This is an optimization exercise on Yosys and OpenROAD, whose aim is small area, not a production implementation.
Function was checked by simulation only, so behaviour that the tests miss may differ from the original.
Power figures rest on the tool's default switching activity, not on a simulated workload.

## P
==> flow/design.v <==
`timescale 1ns / 1ps
module ram_oai22(input a1, input a2, input b1, input b2, output y);
  assign y = ~((a1 | a2) & (b1 | b2));
endmodule
module ram_word_nx(input [7:0] q, input wr, input nw, input [7:0] x,
                   output [7:0] y);
  genvar b;
  generate
    for (b = 0; b < 8; b = b + 1) begin : g_b
      ram_oai22 u_nx (.a1(q[b]), .a2(wr), .b1(nw), .b2(x[b]), .y(y[b]));
    end
  endgenerate
endmodule
module ram_aoi222(input a1, input b1, input a2, input b2, input a3, input b3,
                  output y);
  assign y = ~((a1 & b1) | (a2 & b2) | (a3 & b3));
endmodule
module ram_nand4(input a, input b, input c, input d, output y);
  assign y = ~(a & b & c & d);
endmodule
module ram_nand2(input a, input b, output y);
  assign y = ~(a & b);
endmodule
module ram_nand3(input a, input b, input c, output y);
  assign y = ~(a & b & c);
endmodule
module ram_nor2(input a, input b, output y);
  assign y = ~(a | b);
endmodule
module ram_aoi21(input a1, input a2, input b1, output y);
  assign y = ~((a1 & a2) | b1);
endmodule
module ram_mux2i(input a0, input a1, input s, output y);
  assign y = ~(s ? a1 : a0);
endmodule
module ram(
    input clk,
    input we,
    input rst,
    input [5:0] addr,
    input [7:0] din,
    output [7:0] dout
    );
  reg          p;          
  reg  [7:0]   temp;       
  wire [7:0] hi = 8'd1 << addr[5:3];
  wire [7:0] lo = 8'd1 << addr[2:0];
  wire [7:0] whi = hi & {8{we}};
  wire       rstn = ~rst;
  wire [7:0] xn = ~(din ^ {8{p}});
  wire [7:0] x0, x1, x2, x3;
  genvar w, b;
  generate
    for (b = 0; b < 8; b = b + 1) begin : g_x
      ram_nand2 u_x0 (.a(xn[b]), .b(rstn), .y(x0[b]));
      ram_nand2 u_x1 (.a(xn[b]), .b(rstn), .y(x1[b]));
      ram_nand2 u_x2 (.a(xn[b]), .b(rstn), .y(x2[b]));
      ram_nand2 u_x3 (.a(xn[b]), .b(rstn), .y(x3[b]));
    end
  endgenerate
  generate
    for (w = 0; w < 64; w = w + 1) begin : g_w
      reg  [7:0] q;
      wire [7:0] q_next;
      wire [7:0] x;
      wire       rs = hi[w/8] & lo[w%8];    
      wire       nw;                        
      wire       wr;                        
      if (w < 16)      begin : g_q0 assign x = x0; end
      else if (w < 32) begin : g_q1 assign x = x1; end
      else if (w < 48) begin : g_q2 assign x = x2; end
      else             begin : g_q3 assign x = x3; end
      ram_nand2 u_nw (.a(whi[w/8]), .b(lo[w%8]), .y(nw));
      ram_nand2 u_wr (.a(nw), .b(rstn), .y(wr));
      ram_word_nx u_nx (.q(q), .wr(wr), .nw(nw), .x(x), .y(q_next));
      always @(posedge clk)
        q <= q_next;
    end
  endgenerate
  wire [7:0] rd;
  generate
    for (b = 0; b < 8; b = b + 1) begin : g_rd
      wire [21:0] t;
      wire [5:0]  u;
      wire [2:0]  n;
      for (w = 0; w < 21; w = w + 1) begin : g_t
        ram_aoi222 u_rd (.a1(g_w[3*w].rs),   .b1(g_w[3*w].q[b]),
                         .a2(g_w[3*w+1].rs), .b2(g_w[3*w+1].q[b]),
                         .a3(g_w[3*w+2].rs), .b3(g_w[3*w+2].q[b]),
                         .y(t[w]));
      end
      assign t[21] = ~(g_w[63].rs & g_w[63].q[b]);
      for (w = 0; w < 5; w = w + 1) begin : g_u
        ram_nand4 u_u (.a(t[4*w]), .b(t[4*w+1]), .c(t[4*w+2]), .d(t[4*w+3]),
                       .y(u[w]));
      end
      ram_nand2 u_u5 (.a(t[20]), .b(t[21]), .y(u[5]));
      for (w = 0; w < 3; w = w + 1) begin : g_n
        ram_nor2 u_n (.a(u[2*w]), .b(u[2*w+1]), .y(n[w]));
      end
      ram_nand3 u_rd (.a(n[0]), .b(n[1]), .c(n[2]), .y(rd[b]));
    end
  endgenerate
  wire hold = we & ~rst;
  wire rd_p  = ~we & ~rst & p;      
  wire rd_np = ~we & ~rst & ~p;     
  wire [7:0] temp_n;
  generate
    for (b = 0; b < 8; b = b + 1) begin : g_o
      wire c1, c0;                  
      ram_aoi21 u_c1 (.a1(hold), .a2(temp[b]), .b1(rd_np), .y(c1));
      ram_aoi21 u_c0 (.a1(hold), .a2(temp[b]), .b1(rd_p),  .y(c0));
      ram_mux2i u_m  (.a0(c0), .a1(c1), .s(rd[b]), .y(temp_n[b]));
    end
  endgenerate
  always @(posedge clk) begin
    p <= ~(rst | p);
    temp <= temp_n;
  end
  assign dout = temp;
endmodule
export LEC_CHECK = 0
export CAP_MARGIN = 0
export CORE_MARGIN = 2
export CORE_UTILIZATION = 65
export GPL_TIMING_DRIVEN = 0
export PLACE_DENSITY = 0.75
export SETUP_SLACK_MARGIN = 0.3
export SLEW_MARGIN = 0
export SYNTH_HIERARCHICAL = 1
create_clock -name core_clock -period 3.0 [get_ports {clk}]
standard.sh (not shown) runs the stock make flow with config.mk's settings and CLKGATE_MAP_FILE= SYNTH_SCRIPT=/design/flow/synth_recipe.tcl, a recipe that flattens the netlist after the stock synthesis.
==> flow/flow/run.sh <==
#!/bin/bash
# Standard ORFS flow (the standard.sh, standard synthesis unchanged) with:
#  - port buffers of the smallest plain buffer instead of a delay cell,
#  - a clock tree of clkbuf_8 cells on small sink clusters, without dummy
#    balancing loads,
#  - downsizing of gates off the critical paths after global routing.
# make's output goes to flow_make.log; each step's tool log is under orfs/logs.
set -euo pipefail
B=sky130_fd_sc_hd
bash standard.sh finish \
  "BUFFER_PORTS_ARGS=-buffer_cell ${B}__buf_1" \
  "CTS_ARGS=-sink_clustering_enable -repair_clock_nets -buf_list ${B}__clkbuf_8 -root_buf ${B}__clkbuf_8 -sink_clustering_size 18 -sink_clustering_max_diameter 50 -sink_buffer_max_cap_derate 1.0 -dont_use_dummy_load" \
  RECOVER_POWER=100 \
  > flow_make.log 2>&1
### P -> Q
==> flow/design.v <==
`timescale 1ns / 1ps
module ram_oai22(input a1, input a2, input b1, input b2, output y);
  assign y = ~((a1 | a2) & (b1 | b2));
endmodule
module ram_aoi222(input a1, input b1, input a2, input b2, input a3, input b3,
                  output y);
  assign y = ~((a1 & b1) | (a2 & b2) | (a3 & b3));
endmodule
module ram_nand4(input a, input b, input c, input d, output y);
  assign y = ~(a & b & c & d);
endmodule
module ram_nand2(input a, input b, output y);
  assign y = ~(a & b);
endmodule
module ram_nand3(input a, input b, input c, output y);
  assign y = ~(a & b & c);
endmodule
module ram_nor2(input a, input b, output y);
  assign y = ~(a | b);
endmodule
module ram_aoi21(input a1, input a2, input b1, output y);
  assign y = ~((a1 & a2) | b1);
endmodule
module ram_mux2i(input a0, input a1, input s, output y);
  assign y = ~(s ? a1 : a0);
endmodule
module ram(
    input clk,
    input we,
    input rst,
    input [5:0] addr,
    input [7:0] din,
    output [7:0] dout
    );
  reg          p;          
  reg  [511:0] s;          
  reg  [7:0]   temp;       
  wire [7:0] hi = 8'd1 << addr[5:3];
  wire [7:0] lo = 8'd1 << addr[2:0];
  wire [7:0] whi = hi & {8{we}};
  wire       rstn = ~rst;
  wire [63:0] rs;          
  wire [63:0] nw;          
  wire [63:0] wr;          
  genvar w, b;
  generate
    for (w = 0; w < 64; w = w + 1) begin : g_dec
      assign rs[w] = hi[w/8] & lo[w%8];
      ram_nand2 u_nw (.a(whi[w/8]), .b(lo[w%8]), .y(nw[w]));
      ram_nand2 u_wr (.a(nw[w]), .b(rstn), .y(wr[w]));
    end
  endgenerate
  wire [7:0] xn = ~(din ^ {8{p}});
  wire [31:0] x;
  generate
    for (b = 0; b < 32; b = b + 1) begin : g_x
      ram_nand2 u_x (.a(xn[b%8]), .b(rstn), .y(x[b]));
    end
  endgenerate
  wire [511:0] s_next;
  generate
    for (w = 0; w < 64; w = w + 1) begin : g_w
      for (b = 0; b < 8; b = b + 1) begin : g_b
        ram_oai22 u_nx (.a1(s[8*w+b]), .a2(wr[w]), .b1(nw[w]), .b2(x[8*(w/16)+b]),
                        .y(s_next[8*w+b]));
      end
    end
  endgenerate
  wire [7:0] rd;
  generate
    for (b = 0; b < 8; b = b + 1) begin : g_rd
      wire [21:0] t;
      wire [5:0]  u;
      wire [2:0]  n;
      for (w = 0; w < 21; w = w + 1) begin : g_t
        ram_aoi222 u_rd (.a1(rs[3*w]),   .b1(s[8*(3*w)+b]),
                         .a2(rs[3*w+1]), .b2(s[8*(3*w+1)+b]),
                         .a3(rs[3*w+2]), .b3(s[8*(3*w+2)+b]),
                         .y(t[w]));
      end
      assign t[21] = ~(rs[63] & s[8*63+b]);
      for (w = 0; w < 5; w = w + 1) begin : g_u
        ram_nand4 u_u (.a(t[4*w]), .b(t[4*w+1]), .c(t[4*w+2]), .d(t[4*w+3]),
                       .y(u[w]));
      end
      ram_nand2 u_u5 (.a(t[20]), .b(t[21]), .y(u[5]));
      for (w = 0; w < 3; w = w + 1) begin : g_n
        ram_nor2 u_n (.a(u[2*w]), .b(u[2*w+1]), .y(n[w]));
      end
      ram_nand3 u_rd (.a(n[0]), .b(n[1]), .c(n[2]), .y(rd[b]));
    end
  endgenerate
  wire hold = we & ~rst;
  wire rd_p  = ~we & ~rst & p;      
  wire rd_np = ~we & ~rst & ~p;     
  wire [7:0] temp_n;
  generate
    for (b = 0; b < 8; b = b + 1) begin : g_o
      wire c1, c0;                  
      ram_aoi21 u_c1 (.a1(hold), .a2(temp[b]), .b1(rd_np), .y(c1));
      ram_aoi21 u_c0 (.a1(hold), .a2(temp[b]), .b1(rd_p),  .y(c0));
      ram_mux2i u_m  (.a0(c0), .a1(c1), .s(rd[b]), .y(temp_n[b]));
    end
  endgenerate
  always @(posedge clk) begin
    p <= ~(rst | p);
    s <= s_next;
    temp <= temp_n;
  end
  assign dout = temp;
endmodule
Findings:
Q -> P: combinational power flat
Against P, Q comes in 0.0060 ns higher on final setup slack of the worst path.
Critical path depth came out exactly the same in Q and P.
Sort Q and P by global-route track usage on met2 asc -> top: Q
Looking at Q and P, the maximum vdd ir drop is a wash.
Diff Q..P | share of final-layout standard cells stronger than drive strength 1 | negligible
Number of buffers outside the clock class in the layout, Q vs P: down by a few percent
Core utilization: P vs Q — no meaningful difference

port drivers added, routing unchanged:
No port has a modelled driver above. Below, the same layouts with a new extraction and two added sets of constraints. Step 1 sets driving cells, clkbuf_16 on the clock port and buf_2 on the other inputs (assumed; they add their load-dependent delay and slew). Step 2, shift: input delay + t, output delay - t, t = (earliest + latest rising clock arrival at the registers) / 2. This alone moves slack from input paths to output paths. Slacks: no drivers / after step 1 / after step 2; pairs: no drivers / after step 1.
| run | t (ns) | setup WS [ns] | worst data-port slew with drivers (ns) | cell pins on the clock port's net |
|---|---|---|---|---|
| P | 0.605 | 0.093 / 0.109 / -0.496 | 0.04 | 1 |
| Q | 0.609 | 0.099 / 0.125 / -0.484 | 0.05 | 1 |
Met with ideal ports but missed after step 2: setup timing in P and Q. For P, which loses most, drivers alone change the setup slack by +0.016 ns; drivers and shift together by -0.589 ns.
